Background: an optimization exercise with open tools, aiming at small area. Do not read the settings as production practice. Function was checked by simulation only, so behaviour that the tests miss may differ from the original. Power is estimated from default activity; no workload was simulated.

==> flow/design.v (excerpt) <==
module Rx8b10b #(
    parameter FILL_WORD_RD0 = 10'b0011111010,  
    parameter FILL_WORD_RD1 = 10'b1100000101,  
    parameter FILL_WORD_FLIP = 1'b1,           
    parameter CLK_RATE = 8,                    
    parameter LOG2_DEPTH = 4                   
)
(
    input clk,            
    input rst,            
    input rxEnable,       
    input rx,             
    input readStrobe,     
    output dataPresent,   
    output halfFull,      
    output full,          
    output errorDetect,   
    output [7:0] dataOut  
);
For scale: ~600 cells after synthesis, ~180 flip-flops, ~17 I/O pins.
==> module Fifo, before the edit <==
module Fifo #(
    parameter WIDTH      = 8,  
    parameter LOG2_DEPTH = 4   
)
(
    input clk,                        
    input rst,                        
    input write,                      
    input read,                       
    input [WIDTH-1:0] dataIn,         
    output wire [WIDTH-1:0] dataOut,  
    output reg dataPresent,           
    output wire halfFull,             
    output wire full                  
);
reg [WIDTH-1:0] memory[2**LOG2_DEPTH-1:0];
reg [LOG2_DEPTH-1:0] pointer;
wire zero;
integer i;
always @(posedge clk) begin
    if (write) begin
        memory[0] <= dataIn;
        for (i=1; i<(2**LOG2_DEPTH); i=i+1) begin
            memory[i] <= memory[i-1];
        end
    end
end
assign dataOut = memory[pointer];
always @(posedge clk) begin
    if (rst) begin
        pointer <= 'd0;
        dataPresent <= 1'b0;
    end
    else begin
        dataPresent <= write 
                     | (dataPresent & ~zero)
                     | (dataPresent &  zero & ~read);
        case ({read, write})
            2'b00 : pointer <= pointer;
            2'b01 : pointer <= (!full && dataPresent) ? pointer + 2'd1 : pointer;
            2'b10 : pointer <= (!zero)  ? pointer - 2'd1 : pointer;
            2'b11 : pointer <= pointer;
        endcase
    end
end
assign zero = ~|pointer;
assign halfFull = pointer[LOG2_DEPTH-1];  
assign full = &pointer;
endmodule
make LEC_CHECK=0 CAP_MARGIN=20 CORE_MARGIN=2 CORE_UTILIZATION=40 SLEW_MARGIN=20 finish   # period 5.0 ns
run.sh (not shown) runs the stock make flow with config.mk's settings and CLKGATE_MAP_FILE= SYNTH_SCRIPT=/design/flow/synth_recipe.tcl, a recipe that flattens the netlist after the stock synthesis.
Next try:
--- a/flow/design.v
+++ b/flow/design.v
@@ -12,28 +12,32 @@
     output reg dataPresent,           
     output wire halfFull,             
     output wire full                  
 );
-reg [WIDTH-1:0] memory[2**LOG2_DEPTH-1:0];
-reg [LOG2_DEPTH-1:0] pointer;
-wire zero;
-integer i;
-always @(posedge clk) begin
-    if (write) begin
-        memory[0] <= dataIn;
-        for (i=1; i<(2**LOG2_DEPTH); i=i+1) begin
-            memory[i] <= memory[i-1];
-        end
-    end
-end
-assign dataOut = memory[pointer];
+localparam DEPTH = 2**LOG2_DEPTH;
+reg [WIDTH*DEPTH-1:0] ring;      
+reg [LOG2_DEPTH-1:0] pointer;    
+reg [LOG2_DEPTH-1:0] newest;     
+reg pending;                     
+wire zero = ~|pointer;
+wire insert = write ? (newest == 'd0) : (pending & (&newest));
+always @(posedge clk) begin
+    ring <= {ring[WIDTH*(DEPTH-1)-1:0],
+             insert ? dataIn : ring[WIDTH*DEPTH-1 -: WIDTH]};
+end
+always @(posedge clk) begin
+    newest  <= write ? newest : newest + 1'b1;
+    pending <= ~rst & (write | pending) & ~insert;
+end
+wire [LOG2_DEPTH-1:0] head = newest + pointer;
+assign dataOut = (pending & zero) ? dataIn : ring[WIDTH*head +: WIDTH];
 always @(posedge clk) begin
     if (rst) begin
         pointer <= 'd0;
         dataPresent <= 1'b0;
     end
     else begin
-        dataPresent <= write 
+        dataPresent <= write
                      | (dataPresent & ~zero)
                      | (dataPresent &  zero & ~read);
         case ({read, write})
             2'b00 : pointer <= pointer;
@@ -42,10 +46,9 @@
             2'b11 : pointer <= pointer;
         endcase
     end
 end
-assign zero = ~|pointer;
-assign halfFull = pointer[LOG2_DEPTH-1];  
+assign halfFull = pointer[LOG2_DEPTH-1];
 assign full = &pointer;
 endmodule
 module Rx8b10b #(
     parameter FILL_WORD_RD0 = 10'b0011111010,  
Outcome: Setup slack is about the same. Flip-flop and latch count rose by 5. Final cell count fell by 1.1%. Area after synthesis fell by about 9%. First-iteration DRC count fell by about 44%. Die area fell by about 8%. Cell area fell by 8.9%. Clock-buffer cell count rose by 5. Via count fell by 9.4%. Global-route usage fell by 0.28 points. Routed wire length fell by 14%. Worst hold slack is worse by 0.092 ns. Power fell by about 13%.

## port drivers added, routing unchanged
The flow's constraints put no driver on any port. The routed layouts listed below were extracted and timed again, unchanged, in two steps. Step 1, drivers: a clkbuf_16 drives clk and a buf_2 each remaining input, both assumed. Step 2 moves the port delays by t, midway between the first and last clock arrival at a register: inputs arrive t later, outputs are due t later. That takes back most of the time a late clock gives input paths. Slacks: ideal ports / drivers / drivers and shift; pairs: ideal ports / drivers.
| run | shift t [ns] | setup WS [ns] | worst setup path at the end |
|---|---|---|---|
| the first run | 0.465 | 0.497 / 0.459 / 0.923 | register to output |
| the second run | 0.465 | 0.496 / 0.453 / 0.918 | register to output |
After both steps setup and hold are still met in every run listed.
